This is an optimization exercise on Yosys and OpenROAD, whose aim is small area and a short achievable clock period, not a production implementation. RTL that was checked went through simulation tests only; none was proved equivalent to the original. No activity file was given, so power comes from the tool's default toggle rates.

Setup of run D:
## arctos32_top
module arctos32_top (
    input         clock,
    input         reset,
    output [26:0] imem_addr,
    output        imem_en,
    input  [31:0] imem_rdata,
    output [22:0] dmem_addr,
    output [31:0] dmem_wdata,
    output        dmem_we,
    output        dmem_re,
    input  [31:0] dmem_rdata
);
==> flow/config.mk <==
export PLATFORM = sky130hd
export DESIGN_NAME = arctos32_top
export DESIGN_NICKNAME = arctos32_top
export VERILOG_FILES = /design/flow/design.v
export SDC_FILE = /design/flow/constraint.sdc
export NUM_CORES = 8
export LEC_CHECK = 0
export CAP_MARGIN = 20
export CORE_MARGIN = 2
export CORE_UTILIZATION = 40
export SLEW_MARGIN = 20
export SYNTH_HIERARCHICAL = 1
==> flow/constraint.sdc <==
create_clock -name core_clock -period 25.0 [get_ports {clock}]
set_input_delay 5.0000 -clock core_clock [delete_from_list [all_inputs] [get_ports {clock}]]
set_output_delay 5.0000 -clock core_clock [all_outputs]
set_load 0.01 [all_outputs]
standard.sh (not shown) runs the stock make flow with config.mk's settings and CLKGATE_MAP_FILE= SYNTH_SCRIPT=/design/flow/synth_recipe.tcl, a recipe that flattens the netlist after the stock synthesis.
==> flow/flow/run.sh <==
#!/bin/bash
# Own flow: the standard layout (standard synthesis included), with
# repair_timing asked to reach a setup margin, so that the layout is optimised
# for a shorter period than the 25 ns constraint. The SDC is unchanged.
set -euo pipefail
MARGIN=$(cat flow/margin.txt)
bash standard.sh SETUP_SLACK_MARGIN=$MARGIN finish > standard_flow.log 2>&1
==> flow/flow/margin.txt <==
16.5
Run D completed end to end with timing, DRC and antenna clean.
For run A, these inputs were changed with respect to run D:
==> flow/flow/margin.txt <==
17.5
[summary]
Summary of run A over run D: largest net degree at the start of global routing rose 33; utilization after layout rose 4.2 points; clock-buffer cell count rose 10%.
Run A vs run D: total inserted antenna cells up in run A
Going from run D to run A, the total internal power was found to have gone up by 20%.
Function was not checked in any run of this note: the RTL went through the layout flow alone.


arctos32_top, a different RTL version from the one above (not shown whole).
Size: roughly 5200 cells after synthesis, ~1200 flip-flops.
==> flow/config.mk <==
export PLATFORM = sky130hd
export DESIGN_NAME = arctos32_top
export DESIGN_NICKNAME = arctos32_top
export VERILOG_FILES = /design/flow/design.v
export SDC_FILE = /design/flow/constraint.sdc
export NUM_CORES = 8
export LEC_CHECK = 0
export CAP_MARGIN = 20
export CORE_MARGIN = 2
export CORE_UTILIZATION = 50
export SLEW_MARGIN = 20
export SYNTH_HIERARCHICAL = 1
==> flow/constraint.sdc <==
create_clock -name core_clock -period 25.0 [get_ports {clock}]
set_input_delay 5.0000 -clock core_clock [delete_from_list [all_inputs] [get_ports {clock}]]
set_output_delay 5.0000 -clock core_clock [all_outputs]
set_load 0.01 [all_outputs]
==> flow/flow/run.sh <==
#!/bin/bash
# Own flow: the standard layout (standard synthesis included, unchanged)
# with changes that only steer optimisation; the SDC is unchanged:
#  - repair_timing is asked for a setup margin (flow/margin.txt), so the
#    layout is optimised for a shorter period than the 25 ns constraint;
#  - the port buffers are buf_4 (buffer_ports would otherwise pick a slow
#    delay cell);
#  - clock tree synthesis clusters the sinks more coarsely and adds no dummy
#    loads (a smaller clock tree; every register still gets the clock
#    through the same balanced tree);
set -euo pipefail
MARGIN=$(cat flow/margin.txt)
bash standard.sh synth > standard_synth.log 2>&1
bash standard.sh SETUP_SLACK_MARGIN=$MARGIN POST_GLOBAL_ROUTE_TCL=$PWD/flow/post_grt.tcl \
    "BUFFER_PORTS_ARGS=-buffer_cell sky130_fd_sc_hd__buf_4" \
    "CTS_ARGS=-sink_clustering_enable -repair_clock_nets -dont_use_dummy_load -sink_clustering_size 24 -sink_clustering_max_diameter 70" \
    finish > standard_flow.log 2>&1
==> flow/flow/margin.txt <==
18.25
==> flow/flow/post_grt.tcl <==
# Sourced by ORFS's global_route.tcl (POST_GLOBAL_ROUTE_TCL) after its
# repair_timing: repair max slew and capacitance once more, with a wider
# margin, then legalise and re-route the changed nets incrementally.
puts "post_grt: repair_design after repair_timing"
estimate_parasitics -global_routing
repair_design -slew_margin 35 -cap_margin 35 -verbose
global_route -start_incremental
detailed_placement
global_route -end_incremental
estimate_parasitics -global_routing
report_check_types -max_slew -max_cap -violators
Next try:
==> flow/flow/run.sh (replaced) <==
#!/bin/bash
# Own flow: the standard layout (standard synthesis included, unchanged)
# with changes that only steer optimisation; the SDC is unchanged:
#  - repair_timing is asked for a setup margin, so the layout is optimised
#    for a shorter period than the 25 ns constraint: flow/margin.txt after
#    clock tree synthesis, flow/margin_grt.txt after global routing (a little
#    more, since detailed routing loses some of what it gains);
#  - the port buffers are buf_4 (buffer_ports would otherwise pick a slow
#    delay cell);
#  - clock tree synthesis clusters the sinks more coarsely and adds no dummy
#    loads (a smaller clock tree; every register still gets the clock
#    through the same balanced tree);
set -euo pipefail
MARGIN=$(cat flow/margin.txt)
MARGIN_GRT=$(cat flow/margin_grt.txt)
COMMON=("BUFFER_PORTS_ARGS=-buffer_cell sky130_fd_sc_hd__buf_4"
        "CTS_ARGS=-sink_clustering_enable -repair_clock_nets -dont_use_dummy_load -sink_clustering_size 24 -sink_clustering_max_diameter 70"
        "POST_GLOBAL_ROUTE_TCL=$PWD/flow/post_grt.tcl")
bash standard.sh synth > standard_synth.log 2>&1
bash standard.sh SETUP_SLACK_MARGIN=$MARGIN "${COMMON[@]}" cts > standard_cts.log 2>&1
bash standard.sh SETUP_SLACK_MARGIN=$MARGIN_GRT "${COMMON[@]}" finish > standard_flow.log 2>&1
==> flow/flow/margin.txt (replaced) <==
18.5
==> flow/flow/margin_grt.txt (new file) <==
18.8
- power climbs by 7.9%
- area after synthesis is unchanged
- sequential cell count is unchanged
- worst setup slack is better by 0.046 ns
- worst hold slack is better by 0.0092 ns
- clock power hardly moves
- critical path depth climbs by 1
- combinational power climbs by 22%
Next try:
==> flow/flow/run.sh (replaced) <==
#!/bin/bash
# Own flow: the standard layout (standard synthesis included, unchanged)
# with changes that only steer optimisation; the SDC is unchanged:
#  - repair_timing is asked for a setup margin (flow/margin.txt), so the
#    layout is optimised for a shorter period than the 25 ns constraint;
#  - the port buffers are buf_4 (buffer_ports would otherwise pick a slow
#    delay cell);
#  - clock tree synthesis clusters the sinks more coarsely and adds no dummy
#    loads (a smaller clock tree; every register still gets the clock
#    through the same balanced tree);
#  - timing is repaired once, after clock tree synthesis; global routing
#    skips its own incremental repair (SKIP_INCREMENTAL_REPAIR), and
#    flow/post_grt.tcl repairs max slew and capacitance after it instead.
# make's output goes to standard_synth.log and standard_flow.log; each ORFS
# step writes its own log under orfs/logs.
set -euo pipefail
MARGIN=$(cat flow/margin.txt)
bash standard.sh synth > standard_synth.log 2>&1
bash standard.sh SETUP_SLACK_MARGIN=$MARGIN POST_GLOBAL_ROUTE_TCL=$PWD/flow/post_grt.tcl \
    SKIP_INCREMENTAL_REPAIR=1 \
    "BUFFER_PORTS_ARGS=-buffer_cell sky130_fd_sc_hd__buf_4" \
    "CTS_ARGS=-sink_clustering_enable -repair_clock_nets -dont_use_dummy_load -sink_clustering_size 24 -sink_clustering_max_diameter 70" \
    finish > standard_flow.log 2>&1
--- a/flow/flow/post_grt.tcl
+++ b/flow/flow/post_grt.tcl
@@ -1,2 +1,2 @@
-# Sourced by ORFS's global_route.tcl (POST_GLOBAL_ROUTE_TCL) after its
-# repair_timing: repair max slew and capacitance once more, with a wider
+# Sourced by ORFS's global_route.tcl (POST_GLOBAL_ROUTE_TCL) after global
+# routing: repair max slew and capacitance once more, with a wider
removed: flow/flow/margin_grt.txt
Effect: The changed run finished with timing, DRC and antenna clean; first-iteration DRC count goes down by roughly a tenth; sequential power is about the same; area after synthesis stays the same; hold slack hardly moves.
Next try:
==> flow/flow/margin.txt (replaced) <==
18.75
The new run died in 5_1_grt, error EST-0104.
Area after synthesis stays the same.
Synthesized cell count stays the same.

-- separate check: timing with driven ports --
In the flow no input, the clock included, has a driving cell. The finished layouts below were timed again as built, in two steps. Step 1: set_driving_cell puts a clkbuf_16 on clock and a buf_2 on each other input, an assumption about the parent block. Step 2 moves the port delays by t, midway between the first and last clock arrival at a register: inputs arrive t later, outputs are due t later. That takes back most of the time a late clock gives input paths. Three values: ideal ports, drivers, drivers and shift; two values: the first two.
run | shift t [ns] | setup WS [ns] | hold WS [ns] | worst data-port slew with drivers (ns)
run D | 0.814 | 16.404 / 16.348 / 16.404 | 0.464 / 0.464 / 0.464 | 0.15
run A | 0.792 | 16.532 / 16.510 / 16.532 | 0.456 / 0.456 / 0.456 | 0.05
the first run of note 2 | 0.739 | 18.194 / 18.134 / 17.395 | 0.466 / 0.466 / 0.466 | 0.16
the second run of note 2 | 0.769 | 18.240 / 18.169 / 17.399 | 0.476 / 0.476 / 0.476 | 0.33
the third run of note 2 | 0.763 | 18.228 / 18.155 / 17.392 | 0.474 / 0.474 / 0.474 | 0.19
After both steps setup and hold are still met in every run listed. The setup slack of the second run of note 2, which loses most, moves by -0.071 ns with the drivers and by -0.841 ns with both steps.
